What follows belongs to an exercise in optimizing a design on an open flow for a short achievable clock period and few clock cycles; a production flow would make more cautious choices. At most, simulation tests tie the RTL to the original design; equivalence was not proved.

==> flow/design.v (excerpt) <==
module cpu(
    input clk,
    input reset,
    output [7:0] imem_addr,
    input [18:0] imem_data,
    output [7:0] dmem_addr,
    output [18:0] dmem_wdata,
    output dmem_we,
    input [18:0] dmem_rdata,
    output rf_we,
    output [2:0] rf_waddr,
    output [18:0] rf_wdata
);
    localparam [18:0] KEY = 19'b0011001010111010110;
    reg [7:0] pc;           
    reg [7:0] pcn;          
    reg [18:0] ir;
    reg ir_valid;
    reg [7:0] ir_pcp1;
    reg [2:0] sp;
    reg [18:0] rf [0:7];
    reg [7:0] rz;           
    reg x_we, x_ld, x_st, x_div;
    reg [2:0] x_rd;
    reg [7:0] x_imm;
    reg [18:0] x_a, x_b, x_sd;
    reg [11:0] x_sel;       
    reg x_mul;
    reg [7:0] w_oh;         
    reg [18:0] w_data;
    reg o_we;
    reg [2:0] o_rd;
    reg [18:0] o_data;
    assign imem_addr = pc;
    assign dmem_addr = x_imm;
    assign dmem_we = x_st;
    assign dmem_wdata = x_sd;
    assign rf_we = o_we;
    assign rf_waddr = o_rd;
    assign rf_wdata = o_data;
    wire [18:0] a = x_a;
    wire [18:0] b = x_b;
    reg dv_busy;                
    reg [18:0] dv_r, dv_q;
  ...
For scale: ~6000 cells after synthesis, roughly 490 flip-flops, about 99 I/O pins.
clock: 38.0 ns
lec_check: 0
cap_margin: 20
core_margin: 2
core_utilization: 40
slew_margin: 20
standard.sh (not shown) runs the stock make flow with config.mk's settings and CLKGATE_MAP_FILE= SYNTH_SCRIPT=/design/flow/synth_recipe.tcl, a recipe that flattens the netlist after the stock synthesis.
==> flow/flow/run.sh <==
#!/bin/bash
# The standard layout (the standard.sh), with timing repair asked to leave
# a setup margin, so that it sizes and buffers the critical paths.
set -euo pipefail
bash standard.sh SETUP_SLACK_MARGIN=30.5 TNS_END_PERCENT=100 MATCH_CELL_FOOTPRINT=0 CORE_UTILIZATION=62 "CTS_ARGS=-sink_clustering_enable -repair_clock_nets -distance_between_buffers 600 -branching_point_buffers_distance 600" finish > standard_flow.log 2>&1
==> next run, changes <==
==> flow/flow/run.sh (replaced) <==
#!/bin/bash
# The standard layout (the standard.sh), with timing repair asked to leave
# a setup margin, so that it sizes and buffers the critical paths.
set -euo pipefail
bash standard.sh SETUP_SLACK_MARGIN=30.5 TNS_END_PERCENT=100 MATCH_CELL_FOOTPRINT=0 CORE_UTILIZATION=62 finish > standard_flow.log 2>&1
Routed wire length stays the same. Core utilization is unchanged. Setup slack does not change. First-iteration DRC count is unchanged. Sequential share of layout area stays the same. Final cell count does not change. Area after synthesis stays the same. Fmax is unchanged. Critical path depth does not change. Non-clock buffer count stays the same.
No run of this note included a check of the RTL's function; only the layout flow was run.

* * *

## v6
cpu, a different RTL version from the one above (not shown whole).
Size in the first run: ~0.050 mm2 of cells after synthesis.
clock: 38.0 ns
lec_check: 0
cap_margin: 20
core_margin: 2
core_utilization: 40
slew_margin: 20
==> flow/flow/run.sh <==
#!/bin/bash
# The standard layout (the standard.sh), with timing repair asked to leave
# a setup margin, so that it sizes and buffers the critical paths.
set -euo pipefail
bash standard.sh SETUP_SLACK_MARGIN=30.5 TNS_END_PERCENT=100 MATCH_CELL_FOOTPRINT=0 CORE_UTILIZATION=62 SLEW_MARGIN=30 finish > standard_flow.log 2>&1
v6 | status: complete | timing, DRC, antenna: pass
Changes in v7 relative to v6:
-- flow/flow/run.sh --
<<< v6, line 5
bash standard.sh SETUP_SLACK_MARGIN=30.5 TNS_END_PERCENT=100 MATCH_CELL_FOOTPRINT=0 CORE_UTILIZATION=62 SLEW_MARGIN=30 finish > standard_flow.log 2>&1
>>> v7, line 5
bash standard.sh SETUP_SLACK_MARGIN=30.5 TNS_END_PERCENT=100 MATCH_CELL_FOOTPRINT=0 CORE_UTILIZATION=62 finish > standard_flow.log 2>&1
There was hardly any difference in number of cells on the critical path between v7 and v6. Comparing v7 against v6, there is no change at all in adder-cell share of the synthesized area. Compare v7 and v6 | number of standard cells in the final layout excluding fillers higher: v6. Routed wire length was higher in v6 than in v7.
No run of this note included a check of the RTL's function; only the layout flow was run.

* * *

Another version of the RTL of cpu (not shown whole).
Size: roughly 4,800 cells after synthesis, roughly 450 flip-flops, roughly 99 I/O pins, roughly 0.043 mm^2 of cells after synthesis.
==> flow/config.mk <==
export PLATFORM = sky130hd
export DESIGN_NAME = cpu
export DESIGN_NICKNAME = cpu
export VERILOG_FILES = /design/flow/design.v
export SDC_FILE = /design/flow/constraint.sdc
export NUM_CORES = 4
export LEC_CHECK = 0
export CAP_MARGIN = 20
export CORE_MARGIN = 2
export CORE_UTILIZATION = 40
export SLEW_MARGIN = 20
==> flow/constraint.sdc <==
create_clock -name core_clock -period 38.0 [get_ports {clk}]
set_input_delay 7.6000 -clock core_clock [delete_from_list [all_inputs] [get_ports {clk}]]
set_output_delay 7.6000 -clock core_clock [all_outputs]
set_load 0.01 [all_outputs]
==> flow/flow/run.sh <==
#!/bin/bash
# The standard layout (the standard.sh), with timing repair asked to leave
# a setup margin, so that it sizes and buffers the critical paths.
set -euo pipefail
bash standard.sh SETUP_SLACK_MARGIN=31 TNS_END_PERCENT=100 MATCH_CELL_FOOTPRINT=0 CORE_UTILIZATION=55 CTS_CLUSTER_SIZE=30 CTS_CLUSTER_DIAMETER=100 finish > standard_flow.log 2>&1
Testbench counts at the start, summed over its fixed seeds: cycles 12,300.
Rerun with:
==> flow/flow/run.sh (replaced) <==
#!/bin/bash
# The standard layout (the standard.sh), with timing repair asked to leave
# a setup margin, so that it sizes and buffers the critical paths.
set -euo pipefail
bash standard.sh SETUP_SLACK_MARGIN=29.5 TNS_END_PERCENT=100 finish > standard_flow.log 2>&1
Outcome: Via count came out lower by about 4.5%. Global-route usage went down by 12 points. Hold slack is worse by 0.010 ns. Wire length drops by about 4.3%. First-iteration DRC count fell by 20%. Cell area decreases by 4.4%.
Rerun with:
==> flow/flow/run.sh (replaced) <==
#!/bin/bash
# The standard layout (the standard.sh), with timing repair asked to leave
# a setup margin, so that it sizes and buffers the critical paths.
set -euo pipefail
bash standard.sh SETUP_SLACK_MARGIN=30.5 TNS_END_PERCENT=100 MATCH_CELL_FOOTPRINT=0 CORE_UTILIZATION=55 finish > standard_flow.log 2>&1
Effect: Clock skew decreases by 0.018 ns. First-iteration DRC count increases by 31%. Worst hold slack improves by 0.0049 ns. Via count increases by 5.4%. Count of clock-buffer cells in the layout increases by 3. Global-route usage increases by 13 points. Design area increases by 6.4%.

-- afterwards: timing with drivers on the ports --
No port has a modelled driver above. Below, the same layouts with a new extraction and two added sets of constraints. Step 1 (the two cells are an assumption about what drives the block):
set clk [get_ports {clk}]
set_driving_cell -lib_cell sky130_fd_sc_hd__clkbuf_16 $clk
set_driving_cell -lib_cell sky130_fd_sc_hd__buf_2 [delete_from_list [all_inputs] $clk]
Step 2, shift: input delay + t, output delay - t, t = (earliest + latest rising clock arrival at the registers) / 2. This alone moves slack from input paths to output paths. a / b / c = ideal ports / drivers / drivers and shift; a / b = the first two.
run | shift t [ns] | slack for setup (ns) | worst hold slack (ns) | worst data-port slew with drivers (ns) | pins driven straight from the clock port
the first run of note 1 | 0.714 | 29.152 / 29.072 / 29.216 | 0.435 / 0.435 / 0.435 | 0.13 | 1
the second run of note 1 | 0.714 | 29.152 / 29.072 / 29.216 | 0.435 / 0.435 / 0.435 | 0.13 | 1
v6 | 0.730 | 29.177 / 29.099 / 28.830 | 0.426 / 0.426 / 0.426 | 0.09 | 1
v7 | 0.734 | 29.176 / 29.099 / 28.799 | 0.425 / 0.425 / 0.425 | 0.09 | 1
the first run of note 3 | 0.698 | 29.199 / 29.131 / 29.216 | 0.481 / 0.481 / 0.481 | 0.07 | 1
the second run of note 3 | 0.709 | 29.169 / 29.105 / 28.793 | 0.471 / 0.471 / 0.471 | 0.05 | 1
the third run of note 3 | 0.696 | 29.253 / 29.181 / 29.132 | 0.476 / 0.476 / 0.476 | 0.07 | 1
After both steps setup and hold are still met in every run listed. For v7, which loses most, drivers alone change the setup slack by -0.077 ns; drivers and shift together by -0.377 ns.
